From an optimization exercise on the open Yosys and OpenROAD flow, aimed at small area; shortcuts taken in it are not production practice.

==> module Cordic, before the edit <==
module Cordic(input clk, input signed [15:0] Xin, input signed [15:0] Yin, input [15:0] angle,
              output reg signed [15:0] Xout, output reg signed [15:0] Yout);
   wire [13:0] z1 = {~angle[13], angle[12:0]};      
   wire [13:0] z2n;                                  
   cordic_zstep #(14, 16'h12e4, 2) zs1 (.z(z1), .neg(z1[13]), .zn(z2n));
   reg [15:0] x0, y0;
   reg [1:0]  q0;
   reg        d1;
   reg [13:0] z2;
   always @(posedge clk) begin
      x0 <= Xin; y0 <= Yin; q0 <= angle[15:14]; d1 <= z1[13]; z2 <= z2n;
   end
   wire [15:0] low1;                                 
   assign low1[0] = 1'b0;
   genvar k;
   generate for (k = 1; k < 16; k = k + 1) begin : gl
      assign low1[k] = low1[k-1] | y0[k-1];
   end endgenerate
   wire mx  = q0[1] ^ q0[0];     
   wire my  = ~q0[1];            
   wire mxy = q0[1];             
   wire myy = q0[1] ^ q0[0];     
   wire [15:0] x1n, y1n;
   cordic_rca #(16) addx1 (.a(x0 ^ {16{mx}}),  .b(y0 ^ ({16{my}} & low1)), .ci(mx),  .s(x1n));
   cordic_rca #(16) addy1 (.a(x0 ^ {16{mxy}}), .b(y0 ^ ({16{myy}} & low1)), .ci(mxy), .s(y1n));
   wire [12:0] z3n;                                  
   cordic_zstep #(13, 16'h09fb, 0) zs2 (.z(z2[12:0]), .neg(z2[13]), .zn(z3n));
   reg [15:0] x1, y1;
   reg [2:1]  d1r;
   reg [12:0] z3;
   always @(posedge clk) begin
      x1 <= x1n; y1 <= y1n; d1r <= {z2[13], d1}; z3 <= z3n;
   end
   wire [15:0] x2n, y2n;
   cordic_rca #(16) ax1 (.a(x1), .b({{1{y1[15]}}, y1[15:1]} ^ {16{~d1r[1]}}), .ci(~d1r[1]), .s(x2n));
   cordic_rca #(16) ay1 (.a(y1), .b({{1{x1[15]}}, x1[15:1]} ^ {16{d1r[1]}}),  .ci(d1r[1]),  .s(y2n));
   wire [11:0] z4n;                                  
   cordic_zstep #(12, 16'h0511, 0) zs3 (.z(z3[11:0]), .neg(z3[12]), .zn(z4n));
   reg [15:0] x2, y2; reg [3:2] d2r; reg [11:0] z4;
   always @(posedge clk) begin
      x2 <= x2n; y2 <= y2n; d2r <= {z3[12], d1r[2]}; z4 <= z4n;
   end
   wire [15:0] x3n, y3n;
   cordic_rca #(16) ax2 (.a(x2), .b({{2{y2[15]}}, y2[15:2]} ^ {16{~d2r[2]}}), .ci(~d2r[2]), .s(x3n));
   cordic_rca #(16) ay2 (.a(y2), .b({{2{x2[15]}}, x2[15:2]} ^ {16{d2r[2]}}),  .ci(d2r[2]),  .s(y3n));
   wire [10:0] z5n;                                  
   cordic_zstep #(11, 16'h028b, 0) zs4 (.z(z4[10:0]), .neg(z4[11]), .zn(z5n));
   reg [15:0] x3, y3; reg [4:3] d3r; reg [10:0] z5;
   always @(posedge clk) begin
      x3 <= x3n; y3 <= y3n; d3r <= {z4[11], d2r[3]}; z5 <= z5n;
   end
   wire [15:0] x4n, y4n;
   cordic_rca #(16) ax3 (.a(x3), .b({{3{y3[15]}}, y3[15:3]} ^ {16{~d3r[3]}}), .ci(~d3r[3]), .s(x4n));
   cordic_rca #(16) ay3 (.a(y3), .b({{3{x3[15]}}, x3[15:3]} ^ {16{d3r[3]}}),  .ci(d3r[3]),  .s(y4n));
   wire [9:0] z6n;                                   
   cordic_zstep #(10, 16'h0145, 0) zs5 (.z(z5[9:0]), .neg(z5[10]), .zn(z6n));
   reg [15:0] x4, y4; reg [5:4] d4r; reg [9:0] z6;
   always @(posedge clk) begin
      x4 <= x4n; y4 <= y4n; d4r <= {z5[10], d3r[4]}; z6 <= z6n;
   end
   wire [15:0] x5n, y5n;
   cordic_rca #(16) ax4 (.a(x4), .b({{4{y4[15]}}, y4[15:4]} ^ {16{~d4r[4]}}), .ci(~d4r[4]), .s(x5n));
   cordic_rca #(16) ay4 (.a(y4), .b({{4{x4[15]}}, x4[15:4]} ^ {16{d4r[4]}}),  .ci(d4r[4]),  .s(y5n));
   wire [8:0] z7n;                                   
   cordic_zstep #(9, 16'h00a2, 1) zs6 (.z(z6[8:0]), .neg(z6[9]), .zn(z7n));
   reg [15:0] x5, y5; reg [7:5] d5r;
   always @(posedge clk) begin
      x5 <= x5n; y5 <= y5n; d5r <= {z7n[8], z6[9], d4r[5]};
   end
   wire [15:0] x6n, y6n;
   cordic_rca #(16) ax5 (.a(x5), .b({{5{y5[15]}}, y5[15:5]} ^ {16{~d5r[5]}}), .ci(~d5r[5]), .s(x6n));
   cordic_rca #(16) ay5 (.a(y5), .b({{5{x5[15]}}, x5[15:5]} ^ {16{d5r[5]}}),  .ci(d5r[5]),  .s(y6n));
   reg [15:0] x6, y6; reg [7:6] d6r;
   always @(posedge clk) begin
      x6 <= x6n; y6 <= y6n; d6r <= d5r[7:6];
   end
   wire [15:0] x7n, y7n;
   cordic_rca #(16) ax6 (.a(x6), .b({{6{y6[15]}}, y6[15:6]} ^ {16{~d6r[6]}}), .ci(~d6r[6]), .s(x7n));
   cordic_rca #(16) ay6 (.a(y6), .b({{6{x6[15]}}, x6[15:6]} ^ {16{d6r[6]}}),  .ci(d6r[6]),  .s(y7n));
   reg [15:0] x7, y7; reg d7r;
   always @(posedge clk) begin x7 <= x7n; y7 <= y7n; d7r <= d6r[7]; end
   wire [15:0] x8n, y8n;
   cordic_rca #(16) ax7 (.a(x7), .b({{7{y7[15]}}, y7[15:7]} ^ {16{~d7r}}), .ci(~d7r), .s(x8n));
   cordic_rca #(16) ay7 (.a(y7), .b({{7{x7[15]}}, x7[15:7]} ^ {16{d7r}}),  .ci(d7r),  .s(y8n));
   reg [15:0] x8, y8;
   always @(posedge clk) begin x8 <= x8n; y8 <= y8n; end
   wire [15:0] xs8, ys8;
   cordic_scale scx (.v(x8), .o(xs8));
   cordic_scale scy (.v(y8), .o(ys8));
   always @(posedge clk) begin
      Xout <= xs8;
      Yout <= ys8;
   end
endmodule
clock: 7.0 ns
lec_check: 0
cap_margin: 20
core_margin: 2
core_utilization: 70
cts_buf_list: sky130_fd_sc_hd__clkbuf_16
cts_cluster_diameter: 70
cts_cluster_size: 32
place_density: 0.75
slew_margin: 20
synth_hierarchical: 1
standard.sh (not shown) runs the stock make flow with config.mk's settings and CLKGATE_MAP_FILE= SYNTH_SCRIPT=/design/flow/synth_recipe.tcl, a recipe that flattens the netlist after the stock synthesis.
==> flow/flow/run.sh <==
#!/bin/bash
# The standard layout (standard synthesis included), except that the port
# buffers use the smallest buffer cell and clock tree synthesis adds no dummy
# loads. ORFS keeps each step's log under orfs/logs/; the make output goes to
# standard.log.
set -euo pipefail
export BUFFER_PORTS_ARGS="-buffer_cell sky130_fd_sc_hd__buf_1"
export CTS_ARGS="-sink_clustering_enable -repair_clock_nets -dont_use_dummy_load -buf_list sky130_fd_sc_hd__clkbuf_16 -sink_clustering_size 32 -sink_clustering_max_diameter 70"
bash standard.sh > standard.log 2>&1
The starting point finished clean.
Change:
--- a/flow/design.v
+++ b/flow/design.v
@@ -35,10 +35,27 @@
          end else begin : fn
             cordic_fa u (.a(z[k]), .b(~neg), .c(c[k]), .s(zn[k]), .co(c[k+1]));
          end
       end
    endgenerate
+endmodule
+module cordic_zsign #(parameter N = 11, parameter [15:0] P = 16'h0, parameter [15:0] M = 16'h0)
+                     (input [N-1:0] z, input neg, output s);
+   reg c;
+   reg b;
+   integer k;
+   always @* begin
+      c = 1'b0;
+      for (k = 0; k < N - 1; k = k + 1) begin
+         if (P[k] == M[k]) b = P[k];
+         else b = P[k] ? neg : ~neg;
+         c = (z[k] & b) | (z[k] & c) | (b & c);
+      end
+      if (P[N-1] == M[N-1]) b = P[N-1];
+      else b = P[N-1] ? neg : ~neg;
+   end
+   assign s = z[N-1] ^ b ^ c;
 endmodule
 module cordic_maj(input a, input b, input c, output y);
    assign y = (a & b) | (a & c) | (b & c);
 endmodule
 module cordic_scale(input [15:0] v, output [15:0] o);
@@ -222,24 +239,24 @@
       x3 <= x3n; y3 <= y3n; d3r <= {z4[11], d2r[3]}; z5 <= z5n;
    end
    wire [15:0] x4n, y4n;
    cordic_rca #(16) ax3 (.a(x3), .b({{3{y3[15]}}, y3[15:3]} ^ {16{~d3r[3]}}), .ci(~d3r[3]), .s(x4n));
    cordic_rca #(16) ay3 (.a(y3), .b({{3{x3[15]}}, x3[15:3]} ^ {16{d3r[3]}}),  .ci(d3r[3]),  .s(y4n));
-   wire [9:0] z6n;                                   
-   cordic_zstep #(10, 16'h0145, 0) zs5 (.z(z5[9:0]), .neg(z5[10]), .zn(z6n));
-   reg [15:0] x4, y4; reg [5:4] d4r; reg [9:0] z6;
-   always @(posedge clk) begin
-      x4 <= x4n; y4 <= y4n; d4r <= {z5[10], d3r[4]}; z6 <= z6n;
+   wire d6n, d7m, d7p;
+   cordic_zsign #(11, 16'h0145, 16'hfebb) zg6 (.z(z5), .neg(z5[10]), .s(d6n));
+   cordic_zsign #(11, 16'h00a3, 16'hfe19) zg7m (.z(z5), .neg(z5[10]), .s(d7m));   
+   cordic_zsign #(11, 16'h01e7, 16'hff5d) zg7p (.z(z5), .neg(z5[10]), .s(d7p));   
+   reg [15:0] x4, y4; reg [7:4] d4r;
+   always @(posedge clk) begin
+      x4 <= x4n; y4 <= y4n; d4r <= {d6n ? d7p : d7m, d6n, z5[10], d3r[4]};
    end
    wire [15:0] x5n, y5n;
    cordic_rca #(16) ax4 (.a(x4), .b({{4{y4[15]}}, y4[15:4]} ^ {16{~d4r[4]}}), .ci(~d4r[4]), .s(x5n));
    cordic_rca #(16) ay4 (.a(y4), .b({{4{x4[15]}}, x4[15:4]} ^ {16{d4r[4]}}),  .ci(d4r[4]),  .s(y5n));
-   wire [8:0] z7n;                                   
-   cordic_zstep #(9, 16'h00a2, 1) zs6 (.z(z6[8:0]), .neg(z6[9]), .zn(z7n));
    reg [15:0] x5, y5; reg [7:5] d5r;
    always @(posedge clk) begin
-      x5 <= x5n; y5 <= y5n; d5r <= {z7n[8], z6[9], d4r[5]};
+      x5 <= x5n; y5 <= y5n; d5r <= d4r[7:5];
    end
    wire [15:0] x6n, y6n;
    cordic_rca #(16) ax5 (.a(x5), .b({{5{y5[15]}}, y5[15:5]} ^ {16{~d5r[5]}}), .ci(~d5r[5]), .s(x6n));
    cordic_rca #(16) ay5 (.a(y5), .b({{5{x5[15]}}, x5[15:5]} ^ {16{d5r[5]}}),  .ci(d5r[5]),  .s(y6n));
    reg [15:0] x6, y6; reg [7:6] d6r;
Via count went up slightly.
Worst setup slack got worse by 0.040 ns.
Clock skew climbs by 0.020 ns.
Cell area shrinks slightly.
Wire length stays flat.
No functional check of the RTL was part of any run of this note.

==> afterwards: timing with drivers on the ports <==
Ports are ideal in the flow. The routed layouts listed here were re-timed in OpenROAD.
Step 1 (the two cells are an assumption about what drives the block):
set clk [get_ports {clk}]
set_driving_cell -lib_cell sky130_fd_sc_hd__clkbuf_16 $clk
set_driving_cell -lib_cell sky130_fd_sc_hd__buf_2 [delete_from_list [all_inputs] $clk]
Step 2 moves the port delays by t, midway between the first and last clock arrival at a register: inputs arrive t later, outputs are due t later. That takes back most of the time a late clock gives input paths.
Three values: ideal, step 1, step 2; two values: the first two.
| run | shift t [ns] | setup slack, ns | hold WS [ns] | latest minus earliest clock arrival (ns) | slew at the worst register clock pin (ns) |
|---|---|---|---|---|---|
| the first run | 0.578 | 0.169 / 0.169 / 0.169 | 0.304 / 0.304 / 0.304 | 0.044 / 0.044 | 0.10 / 0.10 |
| the second run | 0.586 | 0.128 / 0.128 / 0.128 | 0.327 / 0.327 / 0.327 | 0.062 / 0.062 | 0.11 / 0.11 |
After both steps setup and hold are still met in every run listed.
